This is an optimization exercise on Yosys and OpenROAD, whose aim is small area, not a production implementation.
RTL that was checked went through simulation tests only; none was proved equivalent to the original.
No functional check of the RTL was part of run 1.
Power figures rest on the tool's default switching activity, not on a simulated workload.

## flow/design.v (module list and top-level ports; edited modules follow where they fit)
// module LedMatrix: 902 lines
module LedMatrix (
  output     [34:0]   io_col,
  output     [5:0]    io_row,
  input               bus_write,
  input      [6:0]    bus_address,
  input      [31:0]   bus_writeData,
  input               clk,
  input               reset
);
  // ...
==> flow/flow/run.sh <==
#!/bin/bash
# The standard layout (standard.sh), with one change to synthesis: Yosys's abc call maps the
# combinational logic with flow/area.abc, an area-oriented script, in place of ORFS's speed
# script. Everything else in synth_recipe.tcl (and so every register) is as the standard
# synthesis makes it.
# Port buffers are buf_1 cells.
set -euo pipefail
W=$(pwd)
cat > "$W/own_synth.tcl" <<TCL
# synth_recipe.tcl, with the -script of every abc call pointing at flow/area.abc
proc abc {args} {
  set i [lsearch -exact \$args -script]
  if {\$i >= 0} { lset args [expr {\$i + 1}] $W/flow/area.abc }
  yosys abc {*}\$args
}
source $W/synth_recipe.tcl
TCL
sed "s|SYNTH_SCRIPT=[^ ]*|SYNTH_SCRIPT=$W/own_synth.tcl|" standard.sh > own_standard.sh
grep -q "SYNTH_SCRIPT=$W/own_synth.tcl" own_standard.sh
# port buffers: the smallest buffer (ORFS otherwise picks clkdlybuf4s50_1)
bash own_standard.sh "BUFFER_PORTS_ARGS=-buffer_cell sky130_fd_sc_hd__buf_1" finish > "$W/flow_make.log" 2>&1
==> flow/flow/area.abc <==
strash
&get -n
&dch
&nf -R 1000
&put
strash
&get -n
&dch
&nf -R 1000
&put
==> flow/standard.sh <==
#!/bin/bash
# synth_recipe.tcl (not shown) runs the flow's synth.tcl, then flattens the netlist and writes it again
# the make line also repeats each setting of config.mk as NAME=value (left out here)
make -C /OpenROAD-flow-scripts/flow DESIGN_CONFIG=/design/flow/config.mk WORK_HOME=/design/flow/orfs CLKGATE_MAP_FILE= SYNTH_SCRIPT=/design/flow/synth_recipe.tcl "${@:-finish}"
==> flow/config.mk <==
export PLATFORM = sky130hd
export DESIGN_NAME = LedMatrix
export DESIGN_NICKNAME = LedMatrix
export VERILOG_FILES = /design/flow/design.v
export SDC_FILE = /design/flow/constraint.sdc
export NUM_CORES = 4
export LEC_CHECK = 0
export CAP_MARGIN = 20
export CORE_MARGIN = 2
export CORE_UTILIZATION = 55
export CTS_BUF_LIST = sky130_fd_sc_hd__clkbuf_16
export CTS_CLUSTER_DIAMETER = 60
export CTS_CLUSTER_SIZE = 30
export PLACE_DENSITY = 0.7
export SLEW_MARGIN = 20
==> flow/constraint.sdc <==
create_clock -name core_clock -period 10.0 [get_ports {clk}]
set_input_delay 2.0000 -clock core_clock [delete_from_list [all_inputs] [get_ports {clk}]]
set_output_delay 2.0000 -clock core_clock [all_outputs]
set_load 0.01 [all_outputs]
==> impl_metrics.csv, run 1 <==
group,metric,value,unit
route,routed_wl,134000,um
route,vias,31826,
worst_setup_path,cpMostUsedCell,"maj3_1",
min_path,holdPathStages,1,
logic_synthesis,ys_seq_area_share,80.0,%
cells_and_area,final_cell_mix,"edfxtp_1 (1344), a222oi_1 (329), nand2_1 (265)",
logic_synthesis,ys_warn_count,1,
global_routing,grt_use_total,26.9,%
logic_synthesis,yosysTopAreaCellShare,76.9,%
timing,tightestPinTransition,1150,ps
outcome,status,"complete, no violations",
floorplanning,ios,83,
cells_and_area,antenna_cells,0,
placed_design,gp_congestion,0.797,
clock_tree,cts_tree,"done",
global_routing,antenna_found_initial,3,
global_routing,grt_pass1_vias,31523,
route,wl_met3,12500,um
timing,finalSetupViolations,0,
floorplanning,core,94700,um^2
pwr,p_total,11600,uW
pwr,intPower,8980,uW
timing,tns,0,ps
logic_synthesis,synth_top_cell_by_area,"edfxtp_1",
worst_setup_path,critPathKind,"register to output pin",
worst_setup_path,cp_data_required_time,8000,ps
==> run 2, diff against run 1 <==
--- a/flow/design.v
+++ b/flow/design.v
@@ -6,26 +6,26 @@
   input      [31:0]   bus_writeData,
   input               clk,
   input               reset
 );
   reg [12:0] pwmPre;
   reg [7:0]  pwm;
   reg [9:0]  rowPre;
   reg [5:0]  rowHot;  
-  wire pwmStep = (pwmPre == 13'd5000);
-  wire rowStep = (rowPre == 10'd833);
+  wire pwmStep = (pwmPre == 13'd622);
+  wire rowStep = (rowPre == 10'd247);
   always @(posedge clk or posedge reset) begin
     if (reset) begin
       pwmPre <= 13'd0; pwm <= 8'd0;
       rowPre <= 10'd0; rowHot <= 6'b000001;
     end else begin
-      pwmPre <= pwmStep ? 13'd1 : pwmPre + 13'd1;
+      pwmPre <= pwmStep ? 13'd1 : {pwmPre[11:0], ~(pwmPre[12] ^ pwmPre[0])};
       if (pwmStep) pwm <= pwm + 8'd1;
-      rowPre <= rowStep ? 10'd1 : rowPre + 10'd1;
+      rowPre <= rowStep ? 10'd1 : {rowPre[8:0], ~(rowPre[9] ^ rowPre[0])};
       if (rowStep) rowHot <= {rowHot[4:0], rowHot[5]};
     end
   end
   assign io_row = ~rowHot;
   reg [7:0] r0;
   reg [7:0] r1;
   reg [7:0] r2;
   reg [7:0] r3;
@@ -485,418 +485,418 @@
   assign cc0[1] = (pwm[1] & ~val0[1]) | (cc0[0] & (pwm[1] | ~val0[1]));
   assign cc0[2] = (pwm[2] & ~val0[2]) | (cc0[1] & (pwm[2] | ~val0[2]));
   assign cc0[3] = (pwm[3] & ~val0[3]) | (cc0[2] & (pwm[3] | ~val0[3]));
   assign cc0[4] = (pwm[4] & ~val0[4]) | (cc0[3] & (pwm[4] | ~val0[4]));
   assign cc0[5] = (pwm[5] & ~val0[5]) | (cc0[4] & (pwm[5] | ~val0[5]));
   assign cc0[6] = (pwm[6] & ~val0[6]) | (cc0[5] & (pwm[6] | ~val0[6]));
   assign cc0[7] = (pwm[7] & ~val0[7]) | (cc0[6] & (pwm[7] | ~val0[7]));
   assign lt[0] = cc0[7];
-  assign io_col[0] = lt[0] | ~(rowHot[0] | rowHot[1] | rowHot[2] | rowHot[3] | rowHot[4] | rowHot[5]);
+  assign io_col[0] = lt[0];
   wire [7:0] val1 = ({8{s1_14}} & r14[7:0]) | ({8{s2_28}} & r28[7:0]) | ({8{s3_42}} & r42[7:0]) | ({8{s4_55}} & r55[7:0]) | ({8{s5_67}} & r67[7:0]);
   wire [7:0] cc1;
   assign cc1[0] = pwm[0] & ~val1[0];
   assign cc1[1] = (pwm[1] & ~val1[1]) | (cc1[0] & (pwm[1] | ~val1[1]));
   assign cc1[2] = (pwm[2] & ~val1[2]) | (cc1[1] & (pwm[2] | ~val1[2]));
   assign cc1[3] = (pwm[3] & ~val1[3]) | (cc1[2] & (pwm[3] | ~val1[3]));
   assign cc1[4] = (pwm[4] & ~val1[4]) | (cc1[3] & (pwm[4] | ~val1[4]));
   assign cc1[5] = (pwm[5] & ~val1[5]) | (cc1[4] & (pwm[5] | ~val1[5]));
   assign cc1[6] = (pwm[6] & ~val1[6]) | (cc1[5] & (pwm[6] | ~val1[6]));
   assign cc1[7] = (pwm[7] & ~val1[7]) | (cc1[6] & (pwm[7] | ~val1[7]));
   assign lt[1] = cc1[7];
-  assign io_col[1] = lt[1] | ~(rowHot[1] | rowHot[2] | rowHot[3] | rowHot[4] | rowHot[5]);
+  assign io_col[1] = lt[1] | rowHot[0];
   wire [7:0] val2 = ({8{s0_1}} & r1[7:0]) | ({8{s1_15}} & r15[7:0]) | ({8{s2_29}} & r29[7:0]) | ({8{s3_43}} & r43[7:0]) | ({8{s4_56}} & r56[7:0]) | ({8{s5_68}} & r68[7:0]);
   wire [7:0] cc2;
   assign cc2[0] = pwm[0] & ~val2[0];
   assign cc2[1] = (pwm[1] & ~val2[1]) | (cc2[0] & (pwm[1] | ~val2[1]));
   assign cc2[2] = (pwm[2] & ~val2[2]) | (cc2[1] & (pwm[2] | ~val2[2]));
   assign cc2[3] = (pwm[3] & ~val2[3]) | (cc2[2] & (pwm[3] | ~val2[3]));
   assign cc2[4] = (pwm[4] & ~val2[4]) | (cc2[3] & (pwm[4] | ~val2[4]));
   assign cc2[5] = (pwm[5] & ~val2[5]) | (cc2[4] & (pwm[5] | ~val2[5]));
   assign cc2[6] = (pwm[6] & ~val2[6]) | (cc2[5] & (pwm[6] | ~val2[6]));
   assign cc2[7] = (pwm[7] & ~val2[7]) | (cc2[6] & (pwm[7] | ~val2[7]));
   assign lt[2] = cc2[7];
-  assign io_col[2] = lt[2] | ~(rowHot[0] | rowHot[1] | rowHot[2] | rowHot[3] | rowHot[4] | rowHot[5]);
+  assign io_col[2] = lt[2];
   wire [7:0] val3 = ({8{s0_2}} & r2[7:0]) | ({8{s1_16}} & r16[7:0]) | ({8{s2_30}} & r30[7:0]) | ({8{s3_44}} & r44[7:0]) | ({8{s4_57}} & r57[7:0]);
   wire [7:0] cc3;
   assign cc3[0] = pwm[0] & ~val3[0];
   assign cc3[1] = (pwm[1] & ~val3[1]) | (cc3[0] & (pwm[1] | ~val3[1]));
   assign cc3[2] = (pwm[2] & ~val3[2]) | (cc3[1] & (pwm[2] | ~val3[2]));
   assign cc3[3] = (pwm[3] & ~val3[3]) | (cc3[2] & (pwm[3] | ~val3[3]));
   assign cc3[4] = (pwm[4] & ~val3[4]) | (cc3[3] & (pwm[4] | ~val3[4]));
   assign cc3[5] = (pwm[5] & ~val3[5]) | (cc3[4] & (pwm[5] | ~val3[5]));
   assign cc3[6] = (pwm[6] & ~val3[6]) | (cc3[5] & (pwm[6] | ~val3[6]));
   assign cc3[7] = (pwm[7] & ~val3[7]) | (cc3[6] & (pwm[7] | ~val3[7]));
   assign lt[3] = cc3[7];
-  assign io_col[3] = lt[3] | ~(rowHot[0] | rowHot[1] | rowHot[2] | rowHot[3] | rowHot[4]);
+  assign io_col[3] = lt[3] | rowHot[5];
   wire [7:0] val4 = ({8{s0_3}} & r3[7:0]) | ({8{s1_17}} & r17[7:0]) | ({8{s2_31}} & r31[7:0]) | ({8{s3_45}} & r45[7:0]) | ({8{s4_58}} & r58[7:0]);
   wire [7:0] cc4;
   assign cc4[0] = pwm[0] & ~val4[0];
   assign cc4[1] = (pwm[1] & ~val4[1]) | (cc4[0] & (pwm[1] | ~val4[1]));
   assign cc4[2] = (pwm[2] & ~val4[2]) | (cc4[1] & (pwm[2] | ~val4[2]));
   assign cc4[3] = (pwm[3] & ~val4[3]) | (cc4[2] & (pwm[3] | ~val4[3]));
   assign cc4[4] = (pwm[4] & ~val4[4]) | (cc4[3] & (pwm[4] | ~val4[4]));
   assign cc4[5] = (pwm[5] & ~val4[5]) | (cc4[4] & (pwm[5] | ~val4[5]));
   assign cc4[6] = (pwm[6] & ~val4[6]) | (cc4[5] & (pwm[6] | ~val4[6]));
   assign cc4[7] = (pwm[7] & ~val4[7]) | (cc4[6] & (pwm[7] | ~val4[7]));
   assign lt[4] = cc4[7];
-  assign io_col[4] = lt[4] | ~(rowHot[0] | rowHot[1] | rowHot[2] | rowHot[3] | rowHot[4]);
+  assign io_col[4] = lt[4] | rowHot[5];
   wire [7:0] val5 = ({8{s0_4}} & r4[7:0]) | ({8{s1_18}} & r18[7:0]) | ({8{s2_32}} & r32[7:0]) | ({8{s3_46}} & r46[7:0]) | ({8{s4_59}} & r59[7:0]) | ({8{s5_69}} & r69[7:0]);
   wire [7:0] cc5;
   assign cc5[0] = pwm[0] & ~val5[0];
   assign cc5[1] = (pwm[1] & ~val5[1]) | (cc5[0] & (pwm[1] | ~val5[1]));
   assign cc5[2] = (pwm[2] & ~val5[2]) | (cc5[1] & (pwm[2] | ~val5[2]));
   assign cc5[3] = (pwm[3] & ~val5[3]) | (cc5[2] & (pwm[3] | ~val5[3]));
   assign cc5[4] = (pwm[4] & ~val5[4]) | (cc5[3] & (pwm[4] | ~val5[4]));
   assign cc5[5] = (pwm[5] & ~val5[5]) | (cc5[4] & (pwm[5] | ~val5[5]));
   assign cc5[6] = (pwm[6] & ~val5[6]) | (cc5[5] & (pwm[6] | ~val5[6]));
   assign cc5[7] = (pwm[7] & ~val5[7]) | (cc5[6] & (pwm[7] | ~val5[7]));
   assign lt[5] = cc5[7];
-  assign io_col[5] = lt[5] | ~(rowHot[0] | rowHot[1] | rowHot[2] | rowHot[3] | rowHot[4] | rowHot[5]);
+  assign io_col[5] = lt[5];
   wire [7:0] val6 = ({8{s0_5}} & r5[7:0]) | ({8{s1_19}} & r19[7:0]) | ({8{s2_33}} & r33[7:0]) | ({8{s3_47}} & r47[7:0]) | ({8{s4_60}} & r60[7:0]);
   wire [7:0] cc6;
   assign cc6[0] = pwm[0] & ~val6[0];
   assign cc6[1] = (pwm[1] & ~val6[1]) | (cc6[0] & (pwm[1] | ~val6[1]));
   assign cc6[2] = (pwm[2] & ~val6[2]) | (cc6[1] & (pwm[2] | ~val6[2]));
   assign cc6[3] = (pwm[3] & ~val6[3]) | (cc6[2] & (pwm[3] | ~val6[3]));
   assign cc6[4] = (pwm[4] & ~val6[4]) | (cc6[3] & (pwm[4] | ~val6[4]));
   assign cc6[5] = (pwm[5] & ~val6[5]) | (cc6[4] & (pwm[5] | ~val6[5]));
   assign cc6[6] = (pwm[6] & ~val6[6]) | (cc6[5] & (pwm[6] | ~val6[6]));
   assign cc6[7] = (pwm[7] & ~val6[7]) | (cc6[6] & (pwm[7] | ~val6[7]));
   assign lt[6] = cc6[7];
-  assign io_col[6] = lt[6] | ~(rowHot[0] | rowHot[1] | rowHot[2] | rowHot[3] | rowHot[4]);
+  assign io_col[6] = lt[6] | rowHot[5];
   wire [7:0] val7 = ({8{s0_6}} & r6[7:0]) | ({8{s1_20}} & r20[7:0]) | ({8{s2_34}} & r34[7:0]) | ({8{s3_48}} & r48[7:0]) | ({8{s4_61}} & r61[7:0]);
   wire [7:0] cc7;
   assign cc7[0] = pwm[0] & ~val7[0];
   assign cc7[1] = (pwm[1] & ~val7[1]) | (cc7[0] & (pwm[1] | ~val7[1]));
   assign cc7[2] = (pwm[2] & ~val7[2]) | (cc7[1] & (pwm[2] | ~val7[2]));
   assign cc7[3] = (pwm[3] & ~val7[3]) | (cc7[2] & (pwm[3] | ~val7[3]));
   assign cc7[4] = (pwm[4] & ~val7[4]) | (cc7[3] & (pwm[4] | ~val7[4]));
   assign cc7[5] = (pwm[5] & ~val7[5]) | (cc7[4] & (pwm[5] | ~val7[5]));
   assign cc7[6] = (pwm[6] & ~val7[6]) | (cc7[5] & (pwm[6] | ~val7[6]));
   assign cc7[7] = (pwm[7] & ~val7[7]) | (cc7[6] & (pwm[7] | ~val7[7]));
   assign lt[7] = cc7[7];
-  assign io_col[7] = lt[7] | ~(rowHot[0] | rowHot[1] | rowHot[2] | rowHot[3] | rowHot[4]);
+  assign io_col[7] = lt[7] | rowHot[5];
   wire [7:0] val8 = ({8{s0_7}} & r7[7:0]) | ({8{s1_21}} & r21[7:0]) | ({8{s2_35}} & r35[7:0]) | ({8{s3_49}} & r49[7:0]) | ({8{s4_62}} & r62[7:0]);
   wire [7:0] cc8;
   assign cc8[0] = pwm[0] & ~val8[0];
   assign cc8[1] = (pwm[1] & ~val8[1]) | (cc8[0] & (pwm[1] | ~val8[1]));
   assign cc8[2] = (pwm[2] & ~val8[2]) | (cc8[1] & (pwm[2] | ~val8[2]));
   assign cc8[3] = (pwm[3] & ~val8[3]) | (cc8[2] & (pwm[3] | ~val8[3]));
   assign cc8[4] = (pwm[4] & ~val8[4]) | (cc8[3] & (pwm[4] | ~val8[4]));
   assign cc8[5] = (pwm[5] & ~val8[5]) | (cc8[4] & (pwm[5] | ~val8[5]));
   assign cc8[6] = (pwm[6] & ~val8[6]) | (cc8[5] & (pwm[6] | ~val8[6]));
   assign cc8[7] = (pwm[7] & ~val8[7]) | (cc8[6] & (pwm[7] | ~val8[7]));
   assign lt[8] = cc8[7];
-  assign io_col[8] = lt[8] | ~(rowHot[0] | rowHot[1] | rowHot[2] | rowHot[3] | rowHot[4]);
+  assign io_col[8] = lt[8] | rowHot[5];
   wire [7:0] val9 = ({8{s0_8}} & r8[7:0]) | ({8{s1_22}} & r22[7:0]) | ({8{s2_36}} & r36[7:0]) | ({8{s3_50}} & r50[7:0]) | ({8{s4_63}} & r63[7:0]) | ({8{s5_70}} & r70[7:0]);
   wire [7:0] cc9;
   assign cc9[0] = pwm[0] & ~val9[0];
   assign cc9[1] = (pwm[1] & ~val9[1]) | (cc9[0] & (pwm[1] | ~val9[1]));
   assign cc9[2] = (pwm[2] & ~val9[2]) | (cc9[1] & (pwm[2] | ~val9[2]));
   assign cc9[3] = (pwm[3] & ~val9[3]) | (cc9[2] & (pwm[3] | ~val9[3]));
   assign cc9[4] = (pwm[4] & ~val9[4]) | (cc9[3] & (pwm[4] | ~val9[4]));
   assign cc9[5] = (pwm[5] & ~val9[5]) | (cc9[4] & (pwm[5] | ~val9[5]));
   assign cc9[6] = (pwm[6] & ~val9[6]) | (cc9[5] & (pwm[6] | ~val9[6]));
   assign cc9[7] = (pwm[7] & ~val9[7]) | (cc9[6] & (pwm[7] | ~val9[7]));
   assign lt[9] = cc9[7];
-  assign io_col[9] = lt[9] | ~(rowHot[0] | rowHot[1] | rowHot[2] | rowHot[3] | rowHot[4] | rowHot[5]);
+  assign io_col[9] = lt[9];
   wire [7:0] val10 = ({8{s0_9}} & r9[7:0]) | ({8{s1_23}} & r23[7:0]) | ({8{s2_37}} & r37[7:0]) | ({8{s3_51}} & r51[7:0]) | ({8{s4_64}} & r64[7:0]) | ({8{s5_71}} & r71[7:0]);
   wire [7:0] cc10;
   assign cc10[0] = pwm[0] & ~val10[0];
   assign cc10[1] = (pwm[1] & ~val10[1]) | (cc10[0] & (pwm[1] | ~val10[1]));
   assign cc10[2] = (pwm[2] & ~val10[2]) | (cc10[1] & (pwm[2] | ~val10[2]));
   assign cc10[3] = (pwm[3] & ~val10[3]) | (cc10[2] & (pwm[3] | ~val10[3]));
   assign cc10[4] = (pwm[4] & ~val10[4]) | (cc10[3] & (pwm[4] | ~val10[4]));
   assign cc10[5] = (pwm[5] & ~val10[5]) | (cc10[4] & (pwm[5] | ~val10[5]));
   assign cc10[6] = (pwm[6] & ~val10[6]) | (cc10[5] & (pwm[6] | ~val10[6]));
   assign cc10[7] = (pwm[7] & ~val10[7]) | (cc10[6] & (pwm[7] | ~val10[7]));
   assign lt[10] = cc10[7];
-  assign io_col[10] = lt[10] | ~(rowHot[0] | rowHot[1] | rowHot[2] | rowHot[3] | rowHot[4] | rowHot[5]);
+  assign io_col[10] = lt[10];
   wire [7:0] val11 = ({8{s0_10}} & r10[7:0]) | ({8{s1_24}} & r24[7:0]) | ({8{s2_38}} & r38[7:0]) | ({8{s3_52}} & r52[7:0]) | ({8{s5_73}} & r73[15:8]);
   wire [7:0] cc11;
   assign cc11[0] = pwm[0] & ~val11[0];
   assign cc11[1] = (pwm[1] & ~val11[1]) | (cc11[0] & (pwm[1] | ~val11[1]));
   assign cc11[2] = (pwm[2] & ~val11[2]) | (cc11[1] & (pwm[2] | ~val11[2]));
   assign cc11[3] = (pwm[3] & ~val11[3]) | (cc11[2] & (pwm[3] | ~val11[3]));
   assign cc11[4] = (pwm[4] & ~val11[4]) | (cc11[3] & (pwm[4] | ~val11[4]));
   assign cc11[5] = (pwm[5] & ~val11[5]) | (cc11[4] & (pwm[5] | ~val11[5]));
   assign cc11[6] = (pwm[6] & ~val11[6]) | (cc11[5] & (pwm[6] | ~val11[6]));
   assign cc11[7] = (pwm[7] & ~val11[7]) | (cc11[6] & (pwm[7] | ~val11[7]));
   assign lt[11] = cc11[7];
-  assign io_col[11] = lt[11] | ~(rowHot[0] | rowHot[1] | rowHot[2] | rowHot[3] | rowHot[5]);
+  assign io_col[11] = lt[11] | rowHot[4];
   wire [7:0] val12 = ({8{s0_11}} & r11[7:0]) | ({8{s1_25}} & r25[7:0]) | ({8{s2_39}} & r39[7:0]) | ({8{s5_73}} & r73[7:0]);
   wire [7:0] cc12;
   assign cc12[0] = pwm[0] & ~val12[0];
   assign cc12[1] = (pwm[1] & ~val12[1]) | (cc12[0] & (pwm[1] | ~val12[1]));
   assign cc12[2] = (pwm[2] & ~val12[2]) | (cc12[1] & (pwm[2] | ~val12[2]));
   assign cc12[3] = (pwm[3] & ~val12[3]) | (cc12[2] & (pwm[3] | ~val12[3]));
   assign cc12[4] = (pwm[4] & ~val12[4]) | (cc12[3] & (pwm[4] | ~val12[4]));
   assign cc12[5] = (pwm[5] & ~val12[5]) | (cc12[4] & (pwm[5] | ~val12[5]));
   assign cc12[6] = (pwm[6] & ~val12[6]) | (cc12[5] & (pwm[6] | ~val12[6]));
   assign cc12[7] = (pwm[7] & ~val12[7]) | (cc12[6] & (pwm[7] | ~val12[7]));
   assign lt[12] = cc12[7];
-  assign io_col[12] = lt[12] | ~(rowHot[0] | rowHot[1] | rowHot[2] | rowHot[5]);
+  assign io_col[12] = lt[12] | rowHot[3] | rowHot[4];
   wire [7:0] val13 = ({8{s0_12}} & r12[7:0]) | ({8{s1_26}} & r26[7:0]) | ({8{s2_40}} & r40[7:0]) | ({8{s3_53}} & r53[7:0]) | ({8{s4_65}} & r65[7:0]) | ({8{s5_72}} & r72[7:0]);
   wire [7:0] cc13;
   assign cc13[0] = pwm[0] & ~val13[0];
   assign cc13[1] = (pwm[1] & ~val13[1]) | (cc13[0] & (pwm[1] | ~val13[1]));
   assign cc13[2] = (pwm[2] & ~val13[2]) | (cc13[1] & (pwm[2] | ~val13[2]));
   assign cc13[3] = (pwm[3] & ~val13[3]) | (cc13[2] & (pwm[3] | ~val13[3]));
   assign cc13[4] = (pwm[4] & ~val13[4]) | (cc13[3] & (pwm[4] | ~val13[4]));
   assign cc13[5] = (pwm[5] & ~val13[5]) | (cc13[4] & (pwm[5] | ~val13[5]));
   assign cc13[6] = (pwm[6] & ~val13[6]) | (cc13[5] & (pwm[6] | ~val13[6]));
   assign cc13[7] = (pwm[7] & ~val13[7]) | (cc13[6] & (pwm[7] | ~val13[7]));
   assign lt[13] = cc13[7];
-  assign io_col[13] = lt[13] | ~(rowHot[0] | rowHot[1] | rowHot[2] | rowHot[3] | rowHot[4] | rowHot[5]);
+  assign io_col[13] = lt[13];
   wire [7:0] val14 = ({8{s0_74}} & r74[23:16]) | ({8{s1_77}} & r77[23:16]) | ({8{s2_84}} & r84[23:16]) | ({8{s5_98}} & r98[23:16]);
   wire [7:0] cc14;
   assign cc14[0] = pwm[0] & ~val14[0];
   assign cc14[1] = (pwm[1] & ~val14[1]) | (cc14[0] & (pwm[1] | ~val14[1]));
   assign cc14[2] = (pwm[2] & ~val14[2]) | (cc14[1] & (pwm[2] | ~val14[2]));
   assign cc14[3] = (pwm[3] & ~val14[3]) | (cc14[2] & (pwm[3] | ~val14[3]));
   assign cc14[4] = (pwm[4] & ~val14[4]) | (cc14[3] & (pwm[4] | ~val14[4]));
   assign cc14[5] = (pwm[5] & ~val14[5]) | (cc14[4] & (pwm[5] | ~val14[5]));
   assign cc14[6] = (pwm[6] & ~val14[6]) | (cc14[5] & (pwm[6] | ~val14[6]));
   assign cc14[7] = (pwm[7] & ~val14[7]) | (cc14[6] & (pwm[7] | ~val14[7]));
   assign lt[14] = cc14[7];
-  assign io_col[14] = lt[14] | ~(rowHot[0] | rowHot[1] | rowHot[2] | rowHot[5]);
+  assign io_col[14] = lt[14] | rowHot[3] | rowHot[4];
   wire [7:0] val15 = ({8{s0_74}} & r74[15:8]) | ({8{s1_77}} & r77[15:8]) | ({8{s2_84}} & r84[15:8]) | ({8{s5_98}} & r98[15:8]);
   wire [7:0] cc15;
   assign cc15[0] = pwm[0] & ~val15[0];
   assign cc15[1] = (pwm[1] & ~val15[1]) | (cc15[0] & (pwm[1] | ~val15[1]));
   assign cc15[2] = (pwm[2] & ~val15[2]) | (cc15[1] & (pwm[2] | ~val15[2]));
   assign cc15[3] = (pwm[3] & ~val15[3]) | (cc15[2] & (pwm[3] | ~val15[3]));
   assign cc15[4] = (pwm[4] & ~val15[4]) | (cc15[3] & (pwm[4] | ~val15[4]));
   assign cc15[5] = (pwm[5] & ~val15[5]) | (cc15[4] & (pwm[5] | ~val15[5]));
   assign cc15[6] = (pwm[6] & ~val15[6]) | (cc15[5] & (pwm[6] | ~val15[6]));
   assign cc15[7] = (pwm[7] & ~val15[7]) | (cc15[6] & (pwm[7] | ~val15[7]));
   assign lt[15] = cc15[7];
-  assign io_col[15] = lt[15] | ~(rowHot[0] | rowHot[1] | rowHot[2] | rowHot[5]);
+  assign io_col[15] = lt[15] | rowHot[3] | rowHot[4];
   wire [7:0] val16 = ({8{s0_74}} & r74[7:0]) | ({8{s1_77}} & r77[7:0]) | ({8{s2_84}} & r84[7:0]) | ({8{s5_98}} & r98[7:0]);
   wire [7:0] cc16;
   assign cc16[0] = pwm[0] & ~val16[0];
   assign cc16[1] = (pwm[1] & ~val16[1]) | (cc16[0] & (pwm[1] | ~val16[1]));
   assign cc16[2] = (pwm[2] & ~val16[2]) | (cc16[1] & (pwm[2] | ~val16[2]));
   assign cc16[3] = (pwm[3] & ~val16[3]) | (cc16[2] & (pwm[3] | ~val16[3]));
   assign cc16[4] = (pwm[4] & ~val16[4]) | (cc16[3] & (pwm[4] | ~val16[4]));
   assign cc16[5] = (pwm[5] & ~val16[5]) | (cc16[4] & (pwm[5] | ~val16[5]));
   assign cc16[6] = (pwm[6] & ~val16[6]) | (cc16[5] & (pwm[6] | ~val16[6]));
   assign cc16[7] = (pwm[7] & ~val16[7]) | (cc16[6] & (pwm[7] | ~val16[7]));
   assign lt[16] = cc16[7];
-  assign io_col[16] = lt[16] | ~(rowHot[0] | rowHot[1] | rowHot[2] | rowHot[5]);
+  assign io_col[16] = lt[16] | rowHot[3] | rowHot[4];
   wire [7:0] val17 = ({8{s0_75}} & r75[23:16]) | ({8{s1_78}} & r78[23:16]) | ({8{s2_85}} & r85[23:16]) | ({8{s4_94}} & r94[23:16]) | ({8{s5_99}} & r99[23:16]);
   wire [7:0] cc17;
   assign cc17[0] = pwm[0] & ~val17[0];
   assign cc17[1] = (pwm[1] & ~val17[1]) | (cc17[0] & (pwm[1] | ~val17[1]));
   assign cc17[2] = (pwm[2] & ~val17[2]) | (cc17[1] & (pwm[2] | ~val17[2]));
   assign cc17[3] = (pwm[3] & ~val17[3]) | (cc17[2] & (pwm[3] | ~val17[3]));
   assign cc17[4] = (pwm[4] & ~val17[4]) | (cc17[3] & (pwm[4] | ~val17[4]));
   assign cc17[5] = (pwm[5] & ~val17[5]) | (cc17[4] & (pwm[5] | ~val17[5]));
   assign cc17[6] = (pwm[6] & ~val17[6]) | (cc17[5] & (pwm[6] | ~val17[6]));
   assign cc17[7] = (pwm[7] & ~val17[7]) | (cc17[6] & (pwm[7] | ~val17[7]));
   assign lt[17] = cc17[7];
-  assign io_col[17] = lt[17] | ~(rowHot[0] | rowHot[1] | rowHot[2] | rowHot[4] | rowHot[5]);
+  assign io_col[17] = lt[17] | rowHot[3];
   wire [7:0] val18 = ({8{s0_75}} & r75[15:8]) | ({8{s1_78}} & r78[15:8]) | ({8{s2_85}} & r85[15:8]) | ({8{s4_94}} & r94[15:8]) | ({8{s5_99}} & r99[15:8]);
   wire [7:0] cc18;
   assign cc18[0] = pwm[0] & ~val18[0];
   assign cc18[1] = (pwm[1] & ~val18[1]) | (cc18[0] & (pwm[1] | ~val18[1]));
   assign cc18[2] = (pwm[2] & ~val18[2]) | (cc18[1] & (pwm[2] | ~val18[2]));
   assign cc18[3] = (pwm[3] & ~val18[3]) | (cc18[2] & (pwm[3] | ~val18[3]));
   assign cc18[4] = (pwm[4] & ~val18[4]) | (cc18[3] & (pwm[4] | ~val18[4]));
   assign cc18[5] = (pwm[5] & ~val18[5]) | (cc18[4] & (pwm[5] | ~val18[5]));
   assign cc18[6] = (pwm[6] & ~val18[6]) | (cc18[5] & (pwm[6] | ~val18[6]));
   assign cc18[7] = (pwm[7] & ~val18[7]) | (cc18[6] & (pwm[7] | ~val18[7]));
   assign lt[18] = cc18[7];
-  assign io_col[18] = lt[18] | ~(rowHot[0] | rowHot[1] | rowHot[2] | rowHot[4] | rowHot[5]);
+  assign io_col[18] = lt[18] | rowHot[3];
   wire [7:0] val19 = ({8{s0_75}} & r75[7:0]) | ({8{s1_78}} & r78[7:0]) | ({8{s2_85}} & r85[7:0]) | ({8{s4_94}} & r94[7:0]) | ({8{s5_99}} & r99[7:0]);
   wire [7:0] cc19;
   assign cc19[0] = pwm[0] & ~val19[0];
   assign cc19[1] = (pwm[1] & ~val19[1]) | (cc19[0] & (pwm[1] | ~val19[1]));
   assign cc19[2] = (pwm[2] & ~val19[2]) | (cc19[1] & (pwm[2] | ~val19[2]));
   assign cc19[3] = (pwm[3] & ~val19[3]) | (cc19[2] & (pwm[3] | ~val19[3]));
   assign cc19[4] = (pwm[4] & ~val19[4]) | (cc19[3] & (pwm[4] | ~val19[4]));
   assign cc19[5] = (pwm[5] & ~val19[5]) | (cc19[4] & (pwm[5] | ~val19[5]));
   assign cc19[6] = (pwm[6] & ~val19[6]) | (cc19[5] & (pwm[6] | ~val19[6]));
   assign cc19[7] = (pwm[7] & ~val19[7]) | (cc19[6] & (pwm[7] | ~val19[7]));
   assign lt[19] = cc19[7];
-  assign io_col[19] = lt[19] | ~(rowHot[0] | rowHot[1] | rowHot[2] | rowHot[4] | rowHot[5]);
+  assign io_col[19] = lt[19] | rowHot[3];
   wire [7:0] val20 = ({8{s0_76}} & r76[23:16]) | ({8{s1_79}} & r79[23:16]) | ({8{s2_86}} & r86[23:16]) | ({8{s5_100}} & r100[23:16]);
   wire [7:0] cc20;
   assign cc20[0] = pwm[0] & ~val20[0];
   assign cc20[1] = (pwm[1] & ~val20[1]) | (cc20[0] & (pwm[1] | ~val20[1]));
   assign cc20[2] = (pwm[2] & ~val20[2]) | (cc20[1] & (pwm[2] | ~val20[2]));
   assign cc20[3] = (pwm[3] & ~val20[3]) | (cc20[2] & (pwm[3] | ~val20[3]));
   assign cc20[4] = (pwm[4] & ~val20[4]) | (cc20[3] & (pwm[4] | ~val20[4]));
   assign cc20[5] = (pwm[5] & ~val20[5]) | (cc20[4] & (pwm[5] | ~val20[5]));
   assign cc20[6] = (pwm[6] & ~val20[6]) | (cc20[5] & (pwm[6] | ~val20[6]));
   assign cc20[7] = (pwm[7] & ~val20[7]) | (cc20[6] & (pwm[7] | ~val20[7]));
   assign lt[20] = cc20[7];
-  assign io_col[20] = lt[20] | ~(rowHot[0] | rowHot[1] | rowHot[2] | rowHot[5]);
+  assign io_col[20] = lt[20] | rowHot[3] | rowHot[4];
   wire [7:0] val21 = ({8{s0_76}} & r76[15:8]) | ({8{s1_79}} & r79[15:8]) | ({8{s2_86}} & r86[15:8]) | ({8{s5_100}} & r100[15:8]);
   wire [7:0] cc21;
   assign cc21[0] = pwm[0] & ~val21[0];
   assign cc21[1] = (pwm[1] & ~val21[1]) | (cc21[0] & (pwm[1] | ~val21[1]));
   assign cc21[2] = (pwm[2] & ~val21[2]) | (cc21[1] & (pwm[2] | ~val21[2]));
   assign cc21[3] = (pwm[3] & ~val21[3]) | (cc21[2] & (pwm[3] | ~val21[3]));
   assign cc21[4] = (pwm[4] & ~val21[4]) | (cc21[3] & (pwm[4] | ~val21[4]));
   assign cc21[5] = (pwm[5] & ~val21[5]) | (cc21[4] & (pwm[5] | ~val21[5]));
   assign cc21[6] = (pwm[6] & ~val21[6]) | (cc21[5] & (pwm[6] | ~val21[6]));
   assign cc21[7] = (pwm[7] & ~val21[7]) | (cc21[6] & (pwm[7] | ~val21[7]));
   assign lt[21] = cc21[7];
-  assign io_col[21] = lt[21] | ~(rowHot[0] | rowHot[1] | rowHot[2] | rowHot[5]);
+  assign io_col[21] = lt[21] | rowHot[3] | rowHot[4];
   wire [7:0] val22 = ({8{s0_76}} & r76[7:0]) | ({8{s1_79}} & r79[7:0]) | ({8{s2_86}} & r86[7:0]) | ({8{s5_100}} & r100[7:0]);
   wire [7:0] cc22;
   assign cc22[0] = pwm[0] & ~val22[0];
   assign cc22[1] = (pwm[1] & ~val22[1]) | (cc22[0] & (pwm[1] | ~val22[1]));
   assign cc22[2] = (pwm[2] & ~val22[2]) | (cc22[1] & (pwm[2] | ~val22[2]));
   assign cc22[3] = (pwm[3] & ~val22[3]) | (cc22[2] & (pwm[3] | ~val22[3]));
   assign cc22[4] = (pwm[4] & ~val22[4]) | (cc22[3] & (pwm[4] | ~val22[4]));
   assign cc22[5] = (pwm[5] & ~val22[5]) | (cc22[4] & (pwm[5] | ~val22[5]));
   assign cc22[6] = (pwm[6] & ~val22[6]) | (cc22[5] & (pwm[6] | ~val22[6]));
   assign cc22[7] = (pwm[7] & ~val22[7]) | (cc22[6] & (pwm[7] | ~val22[7]));
   assign lt[22] = cc22[7];
-  assign io_col[22] = lt[22] | ~(rowHot[0] | rowHot[1] | rowHot[2] | rowHot[5]);
+  assign io_col[22] = lt[22] | rowHot[3] | rowHot[4];
   wire [7:0] val23 = ({8{s1_80}} & r80[23:16]) | ({8{s2_87}} & r87[23:16]) | ({8{s3_91}} & r91[23:16]) | ({8{s4_95}} & r95[23:16]) | ({8{s5_101}} & r101[23:16]);
   wire [7:0] cc23;
   assign cc23[0] = pwm[0] & ~val23[0];
   assign cc23[1] = (pwm[1] & ~val23[1]) | (cc23[0] & (pwm[1] | ~val23[1]));
   assign cc23[2] = (pwm[2] & ~val23[2]) | (cc23[1] & (pwm[2] | ~val23[2]));
   assign cc23[3] = (pwm[3] & ~val23[3]) | (cc23[2] & (pwm[3] | ~val23[3]));
   assign cc23[4] = (pwm[4] & ~val23[4]) | (cc23[3] & (pwm[4] | ~val23[4]));
   assign cc23[5] = (pwm[5] & ~val23[5]) | (cc23[4] & (pwm[5] | ~val23[5]));
   assign cc23[6] = (pwm[6] & ~val23[6]) | (cc23[5] & (pwm[6] | ~val23[6]));
   assign cc23[7] = (pwm[7] & ~val23[7]) | (cc23[6] & (pwm[7] | ~val23[7]));
   assign lt[23] = cc23[7];
-  assign io_col[23] = lt[23] | ~(rowHot[1] | rowHot[2] | rowHot[3] | rowHot[4] | rowHot[5]);
+  assign io_col[23] = lt[23] | rowHot[0];
   wire [7:0] val24 = ({8{s1_80}} & r80[15:8]) | ({8{s2_87}} & r87[15:8]) | ({8{s3_91}} & r91[15:8]) | ({8{s4_95}} & r95[15:8]) | ({8{s5_101}} & r101[15:8]);
   wire [7:0] cc24;
   assign cc24[0] = pwm[0] & ~val24[0];
   assign cc24[1] = (pwm[1] & ~val24[1]) | (cc24[0] & (pwm[1] | ~val24[1]));
   assign cc24[2] = (pwm[2] & ~val24[2]) | (cc24[1] & (pwm[2] | ~val24[2]));
   assign cc24[3] = (pwm[3] & ~val24[3]) | (cc24[2] & (pwm[3] | ~val24[3]));
   assign cc24[4] = (pwm[4] & ~val24[4]) | (cc24[3] & (pwm[4] | ~val24[4]));
   assign cc24[5] = (pwm[5] & ~val24[5]) | (cc24[4] & (pwm[5] | ~val24[5]));
   assign cc24[6] = (pwm[6] & ~val24[6]) | (cc24[5] & (pwm[6] | ~val24[6]));
   assign cc24[7] = (pwm[7] & ~val24[7]) | (cc24[6] & (pwm[7] | ~val24[7]));
   assign lt[24] = cc24[7];
-  assign io_col[24] = lt[24] | ~(rowHot[1] | rowHot[2] | rowHot[3] | rowHot[4] | rowHot[5]);
+  assign io_col[24] = lt[24] | rowHot[0];
   wire [7:0] val25 = ({8{s1_80}} & r80[7:0]) | ({8{s2_87}} & r87[7:0]) | ({8{s3_91}} & r91[7:0]) | ({8{s4_95}} & r95[7:0]) | ({8{s5_101}} & r101[7:0]);
   wire [7:0] cc25;
   assign cc25[0] = pwm[0] & ~val25[0];
   assign cc25[1] = (pwm[1] & ~val25[1]) | (cc25[0] & (pwm[1] | ~val25[1]));
   assign cc25[2] = (pwm[2] & ~val25[2]) | (cc25[1] & (pwm[2] | ~val25[2]));
   assign cc25[3] = (pwm[3] & ~val25[3]) | (cc25[2] & (pwm[3] | ~val25[3]));
   assign cc25[4] = (pwm[4] & ~val25[4]) | (cc25[3] & (pwm[4] | ~val25[4]));
   assign cc25[5] = (pwm[5] & ~val25[5]) | (cc25[4] & (pwm[5] | ~val25[5]));
   assign cc25[6] = (pwm[6] & ~val25[6]) | (cc25[5] & (pwm[6] | ~val25[6]));
   assign cc25[7] = (pwm[7] & ~val25[7]) | (cc25[6] & (pwm[7] | ~val25[7]));
   assign lt[25] = cc25[7];
-  assign io_col[25] = lt[25] | ~(rowHot[1] | rowHot[2] | rowHot[3] | rowHot[4] | rowHot[5]);
+  assign io_col[25] = lt[25] | rowHot[0];
   wire [7:0] val26 = ({8{s1_81}} & r81[23:16]) | ({8{s2_88}} & r88[23:16]) | ({8{s3_92}} & r92[23:16]) | ({8{s4_96}} & r96[23:16]);
   wire [7:0] cc26;
   assign cc26[0] = pwm[0] & ~val26[0];
   assign cc26[1] = (pwm[1] & ~val26[1]) | (cc26[0] & (pwm[1] | ~val26[1]));
   assign cc26[2] = (pwm[2] & ~val26[2]) | (cc26[1] & (pwm[2] | ~val26[2]));
   assign cc26[3] = (pwm[3] & ~val26[3]) | (cc26[2] & (pwm[3] | ~val26[3]));
   assign cc26[4] = (pwm[4] & ~val26[4]) | (cc26[3] & (pwm[4] | ~val26[4]));
   assign cc26[5] = (pwm[5] & ~val26[5]) | (cc26[4] & (pwm[5] | ~val26[5]));
   assign cc26[6] = (pwm[6] & ~val26[6]) | (cc26[5] & (pwm[6] | ~val26[6]));
   assign cc26[7] = (pwm[7] & ~val26[7]) | (cc26[6] & (pwm[7] | ~val26[7]));
   assign lt[26] = cc26[7];
-  assign io_col[26] = lt[26] | ~(rowHot[1] | rowHot[2] | rowHot[3] | rowHot[4]);
+  assign io_col[26] = lt[26] | rowHot[0] | rowHot[5];
   wire [7:0] val27 = ({8{s1_81}} & r81[15:8]) | ({8{s2_88}} & r88[15:8]) | ({8{s3_92}} & r92[15:8]) | ({8{s4_96}} & r96[15:8]);
   wire [7:0] cc27;
   assign cc27[0] = pwm[0] & ~val27[0];
   assign cc27[1] = (pwm[1] & ~val27[1]) | (cc27[0] & (pwm[1] | ~val27[1]));
   assign cc27[2] = (pwm[2] & ~val27[2]) | (cc27[1] & (pwm[2] | ~val27[2]));
   assign cc27[3] = (pwm[3] & ~val27[3]) | (cc27[2] & (pwm[3] | ~val27[3]));
   assign cc27[4] = (pwm[4] & ~val27[4]) | (cc27[3] & (pwm[4] | ~val27[4]));
   assign cc27[5] = (pwm[5] & ~val27[5]) | (cc27[4] & (pwm[5] | ~val27[5]));
   assign cc27[6] = (pwm[6] & ~val27[6]) | (cc27[5] & (pwm[6] | ~val27[6]));
   assign cc27[7] = (pwm[7] & ~val27[7]) | (cc27[6] & (pwm[7] | ~val27[7]));
   assign lt[27] = cc27[7];
-  assign io_col[27] = lt[27] | ~(rowHot[1] | rowHot[2] | rowHot[3] | rowHot[4]);
+  assign io_col[27] = lt[27] | rowHot[0] | rowHot[5];
   wire [7:0] val28 = ({8{s0_104}} & r104[7:0]) | ({8{s1_81}} & r81[7:0]) | ({8{s2_88}} & r88[7:0]) | ({8{s3_92}} & r92[7:0]) | ({8{s4_96}} & r96[7:0]);
   wire [7:0] cc28;
   assign cc28[0] = pwm[0] & ~val28[0];
   assign cc28[1] = (pwm[1] & ~val28[1]) | (cc28[0] & (pwm[1] | ~val28[1]));
   assign cc28[2] = (pwm[2] & ~val28[2]) | (cc28[1] & (pwm[2] | ~val28[2]));
   assign cc28[3] = (pwm[3] & ~val28[3]) | (cc28[2] & (pwm[3] | ~val28[3]));
   assign cc28[4] = (pwm[4] & ~val28[4]) | (cc28[3] & (pwm[4] | ~val28[4]));
   assign cc28[5] = (pwm[5] & ~val28[5]) | (cc28[4] & (pwm[5] | ~val28[5]));
   assign cc28[6] = (pwm[6] & ~val28[6]) | (cc28[5] & (pwm[6] | ~val28[6]));
   assign cc28[7] = (pwm[7] & ~val28[7]) | (cc28[6] & (pwm[7] | ~val28[7]));
   assign lt[28] = cc28[7];
-  assign io_col[28] = lt[28] | ~(rowHot[0] | rowHot[1] | rowHot[2] | rowHot[3] | rowHot[4]);
+  assign io_col[28] = lt[28] | rowHot[5];
   wire [7:0] val29 = ({8{s1_82}} & r82[23:16]) | ({8{s2_89}} & r89[23:16]) | ({8{s3_93}} & r93[23:16]) | ({8{s4_97}} & r97[23:16]) | ({8{s5_102}} & r102[23:16]);
   wire [7:0] cc29;
   assign cc29[0] = pwm[0] & ~val29[0];
   assign cc29[1] = (pwm[1] & ~val29[1]) | (cc29[0] & (pwm[1] | ~val29[1]));
   assign cc29[2] = (pwm[2] & ~val29[2]) | (cc29[1] & (pwm[2] | ~val29[2]));
   assign cc29[3] = (pwm[3] & ~val29[3]) | (cc29[2] & (pwm[3] | ~val29[3]));
   assign cc29[4] = (pwm[4] & ~val29[4]) | (cc29[3] & (pwm[4] | ~val29[4]));
   assign cc29[5] = (pwm[5] & ~val29[5]) | (cc29[4] & (pwm[5] | ~val29[5]));
   assign cc29[6] = (pwm[6] & ~val29[6]) | (cc29[5] & (pwm[6] | ~val29[6]));
   assign cc29[7] = (pwm[7] & ~val29[7]) | (cc29[6] & (pwm[7] | ~val29[7]));
   assign lt[29] = cc29[7];
-  assign io_col[29] = lt[29] | ~(rowHot[1] | rowHot[2] | rowHot[3] | rowHot[4] | rowHot[5]);
+  assign io_col[29] = lt[29] | rowHot[0];
   wire [7:0] val30 = ({8{s1_82}} & r82[15:8]) | ({8{s2_89}} & r89[15:8]) | ({8{s3_93}} & r93[15:8]) | ({8{s4_97}} & r97[15:8]) | ({8{s5_102}} & r102[15:8]);
   wire [7:0] cc30;
   assign cc30[0] = pwm[0] & ~val30[0];
   assign cc30[1] = (pwm[1] & ~val30[1]) | (cc30[0] & (pwm[1] | ~val30[1]));
   assign cc30[2] = (pwm[2] & ~val30[2]) | (cc30[1] & (pwm[2] | ~val30[2]));
   assign cc30[3] = (pwm[3] & ~val30[3]) | (cc30[2] & (pwm[3] | ~val30[3]));
   assign cc30[4] = (pwm[4] & ~val30[4]) | (cc30[3] & (pwm[4] | ~val30[4]));
   assign cc30[5] = (pwm[5] & ~val30[5]) | (cc30[4] & (pwm[5] | ~val30[5]));
   assign cc30[6] = (pwm[6] & ~val30[6]) | (cc30[5] & (pwm[6] | ~val30[6]));
   assign cc30[7] = (pwm[7] & ~val30[7]) | (cc30[6] & (pwm[7] | ~val30[7]));
   assign lt[30] = cc30[7];
-  assign io_col[30] = lt[30] | ~(rowHot[1] | rowHot[2] | rowHot[3] | rowHot[4] | rowHot[5]);
+  assign io_col[30] = lt[30] | rowHot[0];
   wire [7:0] val31 = ({8{s0_105}} & r105[7:0]) | ({8{s1_82}} & r82[7:0]) | ({8{s2_89}} & r89[7:0]) | ({8{s3_93}} & r93[7:0]) | ({8{s4_97}} & r97[7:0]) | ({8{s5_102}} & r102[7:0]);
   wire [7:0] cc31;
   assign cc31[0] = pwm[0] & ~val31[0];
   assign cc31[1] = (pwm[1] & ~val31[1]) | (cc31[0] & (pwm[1] | ~val31[1]));
   assign cc31[2] = (pwm[2] & ~val31[2]) | (cc31[1] & (pwm[2] | ~val31[2]));
   assign cc31[3] = (pwm[3] & ~val31[3]) | (cc31[2] & (pwm[3] | ~val31[3]));
   assign cc31[4] = (pwm[4] & ~val31[4]) | (cc31[3] & (pwm[4] | ~val31[4]));
   assign cc31[5] = (pwm[5] & ~val31[5]) | (cc31[4] & (pwm[5] | ~val31[5]));
   assign cc31[6] = (pwm[6] & ~val31[6]) | (cc31[5] & (pwm[6] | ~val31[6]));
   assign cc31[7] = (pwm[7] & ~val31[7]) | (cc31[6] & (pwm[7] | ~val31[7]));
   assign lt[31] = cc31[7];
-  assign io_col[31] = lt[31] | ~(rowHot[0] | rowHot[1] | rowHot[2] | rowHot[3] | rowHot[4] | rowHot[5]);
+  assign io_col[31] = lt[31];
   wire [7:0] val32 = ({8{s1_83}} & r83[23:16]) | ({8{s2_90}} & r90[23:16]) | ({8{s5_103}} & r103[23:16]);
   wire [7:0] cc32;
   assign cc32[0] = pwm[0] & ~val32[0];
   assign cc32[1] = (pwm[1] & ~val32[1]) | (cc32[0] & (pwm[1] | ~val32[1]));
   assign cc32[2] = (pwm[2] & ~val32[2]) | (cc32[1] & (pwm[2] | ~val32[2]));
   assign cc32[3] = (pwm[3] & ~val32[3]) | (cc32[2] & (pwm[3] | ~val32[3]));
   assign cc32[4] = (pwm[4] & ~val32[4]) | (cc32[3] & (pwm[4] | ~val32[4]));
   assign cc32[5] = (pwm[5] & ~val32[5]) | (cc32[4] & (pwm[5] | ~val32[5]));
   assign cc32[6] = (pwm[6] & ~val32[6]) | (cc32[5] & (pwm[6] | ~val32[6]));
   assign cc32[7] = (pwm[7] & ~val32[7]) | (cc32[6] & (pwm[7] | ~val32[7]));
   assign lt[32] = cc32[7];
-  assign io_col[32] = lt[32] | ~(rowHot[1] | rowHot[2] | rowHot[5]);
+  assign io_col[32] = lt[32] | rowHot[0] | rowHot[3] | rowHot[4];
   wire [7:0] val33 = ({8{s1_83}} & r83[15:8]) | ({8{s2_90}} & r90[15:8]) | ({8{s5_103}} & r103[15:8]);
   wire [7:0] cc33;
   assign cc33[0] = pwm[0] & ~val33[0];
   assign cc33[1] = (pwm[1] & ~val33[1]) | (cc33[0] & (pwm[1] | ~val33[1]));
   assign cc33[2] = (pwm[2] & ~val33[2]) | (cc33[1] & (pwm[2] | ~val33[2]));
   assign cc33[3] = (pwm[3] & ~val33[3]) | (cc33[2] & (pwm[3] | ~val33[3]));
   assign cc33[4] = (pwm[4] & ~val33[4]) | (cc33[3] & (pwm[4] | ~val33[4]));
   assign cc33[5] = (pwm[5] & ~val33[5]) | (cc33[4] & (pwm[5] | ~val33[5]));
   assign cc33[6] = (pwm[6] & ~val33[6]) | (cc33[5] & (pwm[6] | ~val33[6]));
   assign cc33[7] = (pwm[7] & ~val33[7]) | (cc33[6] & (pwm[7] | ~val33[7]));
   assign lt[33] = cc33[7];
-  assign io_col[33] = lt[33] | ~(rowHot[1] | rowHot[2] | rowHot[5]);
+  assign io_col[33] = lt[33] | rowHot[0] | rowHot[3] | rowHot[4];
   wire [7:0] val34 = ({8{s0_106}} & r106[7:0]) | ({8{s1_83}} & r83[7:0]) | ({8{s2_90}} & r90[7:0]) | ({8{s5_103}} & r103[7:0]);
   wire [7:0] cc34;
   assign cc34[0] = pwm[0] & ~val34[0];
   assign cc34[1] = (pwm[1] & ~val34[1]) | (cc34[0] & (pwm[1] | ~val34[1]));
   assign cc34[2] = (pwm[2] & ~val34[2]) | (cc34[1] & (pwm[2] | ~val34[2]));
   assign cc34[3] = (pwm[3] & ~val34[3]) | (cc34[2] & (pwm[3] | ~val34[3]));
   assign cc34[4] = (pwm[4] & ~val34[4]) | (cc34[3] & (pwm[4] | ~val34[4]));
   assign cc34[5] = (pwm[5] & ~val34[5]) | (cc34[4] & (pwm[5] | ~val34[5]));
   assign cc34[6] = (pwm[6] & ~val34[6]) | (cc34[5] & (pwm[6] | ~val34[6]));
   assign cc34[7] = (pwm[7] & ~val34[7]) | (cc34[6] & (pwm[7] | ~val34[7]));
   assign lt[34] = cc34[7];
-  assign io_col[34] = lt[34] | ~(rowHot[0] | rowHot[1] | rowHot[2] | rowHot[5]);
+  assign io_col[34] = lt[34] | rowHot[3] | rowHot[4];
 endmodule
==> flow/config.mk (replaced) <==
export PLATFORM = sky130hd
export DESIGN_NAME = LedMatrix
export DESIGN_NICKNAME = LedMatrix
export VERILOG_FILES = /design/flow/design.v
export SDC_FILE = /design/flow/constraint.sdc
export NUM_CORES = 4
export LEC_CHECK = 0
export CAP_MARGIN = 0
export CORE_MARGIN = 2
export CORE_UTILIZATION = 70
export CTS_BUF_LIST = sky130_fd_sc_hd__clkbuf_16
export CTS_CLUSTER_DIAMETER = 100
export CTS_CLUSTER_SIZE = 30
export PLACE_DENSITY = 0.8
export SLEW_MARGIN = 0
==> run 2 against run 1 <==
The layout now fails its checks (max-capacitance violations, max-slew violations). Synthesized cell count shrank 2.9%. Count of clock-buffer cells in the layout shrank 34. Via count shrank 1.7%. Clock power shrank 35%. Total power shrank 13%. Cell count shrank 10%. Flip-flop and latch count is the same. Clock skew shrank 13 ps. Critical endpoint is now io_col[21]. Largest cell class unchanged. Largest power group unchanged. Highest routed layer is now met5.
==> impl_metrics.csv, run 2 <==
group,metric,value,unit
worst_setup_path,critPathArrivalTime,5090,ps
logic_synthesis,ys_seq_area_share,80.6,%
clock_tree,cts_resized,0,
worst_setup_path,worstReg2RegStart,"addrQ[0]",
placed_design,placed_area,54700,um^2
timing,rsz0062_at_grt,"no",
placed_design,place_ws,3700,ps
worst_setup_path,r2r_slack,5600,ps
route,vias,31272,
route,firstDrtPassIters,10,
clock_tree,hold_buffers,0,
placed_design,port_buffers,74,
worst_setup_path,cpMostUsedCell,"maj3_1",
worst_setup_path,cp_slowest_cell,"dfstp_4",
logic_synthesis,synth_most_common_cell,"edfxtp_1",
min_path,hp-class,"register to register",
global_routing,grt_busiest_layer,"met2",
outcome,so_faults,"max-capacitance violations, max-slew violations",
min_path,holdPathStages,0,
placed_design,place_inst,4092,
global_routing,grt_use_met1,44.1,%
floorplanning,initial_core_util,70.3,%
pwr,p_clk_share,26.2,%
logic_synthesis,synth_top_cell_by_area,"edfxtp_1",
timing,slew_headroom,-0.840,%
pwr,p_comb_share,3.4,%
global_routing,antenna_found_initial,1,
global_routing,grt_util_met2,54.3,%
clock_tree,cts_buffers,53,
pwr,p_sw,2080,uW
floorplanning,std_cell_rows,100,
floorplanning,dieWidth,277,um
cells_and_area,post-route-cell-area,56300,um^2
clock_tree,cts_max_level,2,
clock_tree,clk_latency,680,ps
clock_tree,cts_tree,"done",
logic_synthesis,ys_warn_count,1,
worst_setup_path,cp_data_required_time,8000,ps
logic_synthesis,synth_area_per_cell,17.6,um^2
pwr,intPower,8070,uW
global_routing,grt_max_degree,136,
worst_setup_path,critPathKind,"register to output pin",
floorplanning,die_area,76600,um^2
cells_and_area,fin_nets,3222,
worst_setup_path,crit_fanout,114,
clock_tree,clk_pin_slew_worst_paths,100,ps
worst_setup_path,cp_slowest_stage_delay,1070,ps
cells_and_area,final_cell_mix,"edfxtp_1 (1344), a222oi_1 (329), nand2_1 (223)",
cells_and_area,drive_gt1_share,7.29,%
cells_and_area,finalNonFillerCells,4195,
global_routing,grt_use_met3,5.31,%
pwr,switching_share,20.5,%
pwr,powerDensity,180,nW/um^2
placed_design,gp_congestion,0.844,
logic_synthesis,postSynthCellCount,2953,
floorplanning,die_h,277,um
timing,setup_ws,2910,ps
timing,fin_skew,24.9,ps
timing,tns,0,ps
global_routing,grt.overflow.total,0,
pwr,ir_drop,193,uV
job,drv_cap,1,
timing,fin_crit,7090,ps
floorplanning,ios,83,
logic_synthesis,synth-seq-cells,1414,
worst_setup_path,crit_buf_inv,2,
pwr,pwr-share-seq,70.4,%
floorplanning,core,74100,um^2
clock_tree,clk_path_buf_depth,3,
min_path,whs_endpoint,"rowPre[4]",
logic_synthesis,synth_edf_count,1344,
worst_setup_path,r2r_end,"r12[5]",
pwr,cellLeakagePower,0.0192,uW
cells_and_area,areaGrowthSynthToFinish,8.03,%
logic_synthesis,synth_fp_nets,2996,
timing,finalHoldViolations,0,
outcome,status,"finished with violations",
worst_setup_path,reg2regPathDepth,9,
logic_synthesis,synthArstFlopShare,2.76,%
route,viasPerCell,7.45,
clock_tree,cts-root-buf,"clkbuf_16",
worst_setup_path,cp_top_family,"adder cells",
route,ant_nets,0,
min_path,holdCritStartpoint,"rowPre[3]",
clock_tree,postCtsSetupBuffers,0,
placed_design,hpwl,64500,um
worst_setup_path,cp-start-kind,"register",
timing,finalMaxSlewViolations,1,
worst_setup_path,worstPathCellList,"buf_12 -> a222oi_1 -> a21boi_0 -> maj3_1 -> maj3_1 -> maj3_1 -> maj3_1 -> maj3_1 -> a21oi_1 -> o211ai_1 -> buf_1",
timing,fin_crit_sh,70.9,%
worst_setup_path,end_kind,"output pin",
timing,fmax,0.141,GHz
logic_synthesis,synthTopCellsByArea,"edfxtp_1 (78%), a222oi_1 (6.3%), o21ai_0 (1.8%)",
logic_synthesis,netlist_area,52100,um^2
logic_synthesis,synthFlopType,"edfxtp_1",
global_routing,grt_use_total,32.5,%
route,drc,0,
timing,finalSetupViolations,0,
logic_synthesis,synth_cell_type_count,45,
global_routing,grt_pass1_wl,186000,um
clock_tree,cts.sinks,1414,
logic_synthesis,yosysTopAreaCellShare,77.5,%
cells_and_area,layout_commonest_cell,"edfxtp_1",
route,drtIter0Drc,5424,
route,wl_per_cell,29.9,um
timing,tightestPinTransition,1500,ps
global_routing,grt_pass1_vias,31211,
route,routed_wl,125000,um
cells_and_area,fill_cells,4070,
logic_synthesis,yosys-top-cells-count,"edfxtp_1 (1344), a222oi_1 (329), nand2_1 (223)",
-- run 2: power by group through the flow --
stage / logic [uW] / clock network (uW) / registers (uW)
floorplan: 162 / 0 / 7240
global placement: 326 / 0 / 7230
detailed placement: 343 / 0 / 7270
CTS: 343 / 2670 / 7140
global route: 368 / 2870 / 7180
finish: 346 / 2660 / 7150
-- run 2: per-layer routing --
metal,part of all wire [%],vias up
li1,-,13151
met1,35,15428
met2,49,2373
met3,12,318
met4,3.8,2
met5,0.013,-
-- run 2: cells by family after synthesis --
| logic type | count (synthesis) | share of synthesized area (%) |
|---|---|---|
| AO/OA/AOI/OAI | 929 | 13.3 |
| XOR/XNOR | 16 | 0.269 |
| other | 1 | 0.00720 |
| AND/OR/NAND/NOR | 496 | 4.35 |
| adder cells (fa/ha/maj) | 61 | 1.18 |
| multiplexers | 6 | 0.115 |
| flip-flops | 1414 | 80.6 |
| buffers and inverters | 30 | 0.216 |
-- run 2: per-stage QoR --
stage	total power, uW	utilization, %	hold slack, ps
detailed placement	7620	73.8	363
finish	10100	75.9	386
global placement	7560	73.8	351
global route	10400	75.9	403
floorplan	7400	-	421
CTS	10200	75.9	386
-- run 2: cell type report --
| class | instances | area, um^2 | area share [%] |
|---|---|---|---|
| antenna | 2 | 5.00 | 0.00890 |
| clock buffer | 55 | 1380 | 2.45 |
| clock inverter | 45 | 194 | 0.345 |
| inverter | 22 | 82.6 | 0.147 |
| multi-input combinational | 1509 | 10200 | 18.2 |
| sequential | 1414 | 42000 | 74.7 |
| tap | 969 | 1210 | 2.16 |
| timing repair buffer | 179 | 1140 | 2.02 |
-- run 2: worst max-delay path by stage --
| stage | from | to | depth (start not counted) |
|---|---|---|---|
| global route | rowHot[0] | io_col[21] | 12 |
| detailed placement | rowHot[0] | io_col[21] | 11 |
| CTS | rowHot[0] | io_col[21] | 11 |
| floorplan | rowHot[1] | io_col[21] | 9 |
| finish | rowHot[0] | io_col[21] | 11 |
| global placement | rowHot[0] | io_col[21] | 11 |
==> run 3, diff against run 2 <==
==> flow/config.mk (replaced) <==
export PLATFORM = sky130hd
export DESIGN_NAME = LedMatrix
export DESIGN_NICKNAME = LedMatrix
export VERILOG_FILES = /design/flow/design.v
export SDC_FILE = /design/flow/constraint.sdc
export NUM_CORES = 4
export LEC_CHECK = 0
export CAP_MARGIN = 20
export CORE_MARGIN = 2
export CORE_UTILIZATION = 40
export CTS_BUF_LIST = sky130_fd_sc_hd__clkbuf_16
export CTS_CLUSTER_DIAMETER = 100
export CTS_CLUSTER_SIZE = 28
export SLEW_MARGIN = 20
==> run 3 against run 2 <==
The run now finishes clean. Non-clock buffer count rose by 57. Register-to-register slack improved by 360 ps. Sequential share of layout area is 1.8 points lower. Die area is 74% higher. Hold slack worse by 10 ps. Clock skew increased by 2.2 ps. Critical endpoint is now io_col[12]. Synthesized cell count stayed put. First-iteration DRC count is 6.2% lower. Critical path depth increased by 1. Clock power is 5% higher. Fmax up 0.13%.
==> impl_metrics.csv, run 3 <==
group,metric,value,unit
global_routing,grt.overflow.total,0,
worst_setup_path,crit_fanout,123,
logic_synthesis,synth-seq-cells,1414,
global_routing,grt_pass1_wl,195000,um
global_routing,antenna_found_initial,2,
clock_tree,cts_max_level,2,
logic_synthesis,synthArstFlopShare,2.76,%
min_path,hp-class,"register to register",
timing,finalSetupViolations,0,
worst_setup_path,reg2regPathDepth,9,
cells_and_area,fin_nets,3282,
route,ant_nets,0,
logic_synthesis,synth_fp_nets,2996,
floorplanning,dieWidth,365,um
timing,fin_crit_sh,70.8,%
clock_tree,clk_path_buf_depth,3,
min_path,holdPathStages,0,
outcome,status,"complete, no violations",
global_routing,grt_pass1_vias,29339,
pwr,powerDensity,178,nW/um^2
timing,fmax,0.141,GHz
timing,fin_skew,27.1,ps
logic_synthesis,synth_cell_type_count,45,
cells_and_area,finalNonFillerCells,5027,
worst_setup_path,cp-start-kind,"register",
logic_synthesis,synthTopCellsByArea,"edfxtp_1 (78%), a222oi_1 (6.3%), o21ai_0 (1.8%)",
clock_tree,cts.sinks,1414,
clock_tree,postCtsSetupBuffers,0,
floorplanning,initial_core_util,40.3,%
clock_tree,hold_buffers,0,
route,vias,30540,
route,firstDrtPassIters,7,
clock_tree,cts_buffers,56,
logic_synthesis,yosysTopAreaCellShare,77.5,%
placed_design,placed_area,56100,um^2
clock_tree,clk_latency,690,ps
logic_synthesis,netlist_area,52100,um^2
job,drv_cap,0,
floorplanning,std_cell_rows,132,
clock_tree,cts-root-buf,"clkbuf_16",
logic_synthesis,postSynthCellCount,2953,
global_routing,grt_use_total,19.7,%
worst_setup_path,critPathArrivalTime,5080,ps
clock_tree,clk_pin_slew_worst_paths,110,ps
cells_and_area,post-route-cell-area,57700,um^2
timing,finalMaxSlewViolations,0,
clock_tree,cts_tree,"done",
route,viasPerCell,6.08,
placed_design,port_buffers,74,
route,drtIter0Drc,5087,
timing,fin_crit,7080,ps
route,wl_per_cell,26.7,um
cells_and_area,final_cell_mix,"edfxtp_1 (1344), a222oi_1 (329), nand2_1 (223)",
floorplanning,die_area,133000,um^2
timing,tightestPinTransition,1120,ps
placed_design,gp_congestion,0.748,
worst_setup_path,cp_data_required_time,8000,ps
cells_and_area,antenna_cells,0,
logic_synthesis,synth_top_cell_by_area,"edfxtp_1",
clock_tree,cts_resized,0,
logic_synthesis,synth_most_common_cell,"edfxtp_1",
floorplanning,ios,83,
timing,finalHoldViolations,0,
logic_synthesis,ys_seq_area_share,80.6,%
route,routed_wl,134000,um
cells_and_area,areaGrowthSynthToFinish,10.8,%
timing,tns,0,ps
logic_synthesis,synth_edf_count,1344,
logic_synthesis,synth_area_per_cell,17.6,um^2
logic_synthesis,synthFlopType,"edfxtp_1",
floorplanning,core,129000,um^2
global_routing,grt_max_degree,124,
route,drc,0,
logic_synthesis,ys_warn_count,1,
pwr,cellLeakagePower,0.0195,uW
placed_design,place_inst,4923,
placed_design,hpwl,69700,um
cells_and_area,layout_commonest_cell,"edfxtp_1",
timing,rsz0062_at_grt,"no",
worst_setup_path,critPathKind,"register to output pin",
floorplanning,die_h,365,um
logic_synthesis,yosys-top-cells-count,"edfxtp_1 (1344), a222oi_1 (329), nand2_1 (223)",
cells_and_area,post-route-util,44.6,%
cells_and_area,drive_gt1_share,8.86,%
timing,slew_headroom,24.7,%
pwr,ir_drop,142,uV
worst_setup_path,end_kind,"output pin",
[run 3: cell counts after synthesis]
Identical to the previous run, type by type.
[run 3: area by class of cell]
class,count,area (um^2)
Inverter,22,82.6
Timing Repair Buffer,236,1550
Fill cell,11283,71600
Multi-Input combinational cell,1509,10200
Clock inverter,47,189
Clock buffer,57,1430
Tap cell,1742,2180
Sequential cell,1414,42000
[run 3: logic make-up after synthesis]
group / count (synthesis) / share of synthesized area [%]
and+or+nand+nor: 496 / 4.35
buffers and inverters: 30 / 0.216
DFF: 1414 / 80.6
adders and majority gates: 61 / 1.18
muxes: 6 / 0.115
xor gates and xnor gates: 16 / 0.269
AOI/OAI and AO/OA: 929 / 13.3
other: 1 / 0.00720
[run 3: worst paths after layout]
| kind | from | end | slack, ps |
|---|---|---|---|
| min in group asynchronous | reset | rowPre[3] | 1370 |
| max in group asynchronous | reset | pwm[4] | 7830 |
| max reg2reg | addrQ[0] | r32[0] | 5960 |
| min reg2reg | pwmPre[4] | pwmPre[5] | 380 |
| min | pwmPre[4] | pwmPre[5] | 380 |
| max | rowHot[0] | io_col[12] | 2920 |
[run 3: where the power goes]
group          switching, uW  leakage [uW]  internal, uW
logic                    320       0.00310          58.5
registers                119        0.0154          7000
clock network           1730      0.000954          1050
[run 3: stage by stage]
stage	setup WS [ps]	hold slack [ps]	total power (uW)
floorplan	820	421	7400
global placement	3620	353	7610
detailed placement	3670	357	7630
CTS	2910	383	10300
global route	2750	394	10600
finish	2920	376	10300
[run 3: worst max-delay path, cell delays in order, from the launching register on]
cell	delay, ps
dfstp_4	1070
buf_12	560
a222oi_1	230
nand3_1	140
maj3_1	180
a21oi_1	70
maj3_1	370
maj3_1	360
maj3_1	370
maj3_1	350
o21ai_0	70
nand3_1	270
buf_1	220
[run 3: layer usage]
layer	wire length, um	vias up	share of wire [%]	global-route usage (%)
li1	-	13280	-	-
met1	57200	15779	43	28.2
met2	63700	1360	47	32.7
met3	11500	121	8.6	2.55
met4	1810	0	1.3	3.27
met5	0	-	0	0

afterwards: timing with drivers on the ports:
No port has a modelled driver above. Below, the same layouts with a new extraction and two added sets of constraints. Step 1: set_driving_cell puts a clkbuf_16 on clk and a buf_2 on each other input, an assumption about the parent block. Step 2 also shifts input and output timing later by t, the mid clock arrival at the registers, as if the neighbouring blocks saw the same clock. Slacks: ideal / step 1 / step 2; pairs: ideal / step 1.
run | t, ns | setup slack, ns | worst register clock-pin slew, ns
run 1 | 0.742 | 2.645 / 2.577 / 3.319 | 0.11 / 0.11
run 2 | 0.731 | 2.910 / 2.843 / 3.574 | 0.11 / 0.11
run 3 | 0.748 | 2.919 / 2.850 / 3.597 | 0.11 / 0.11
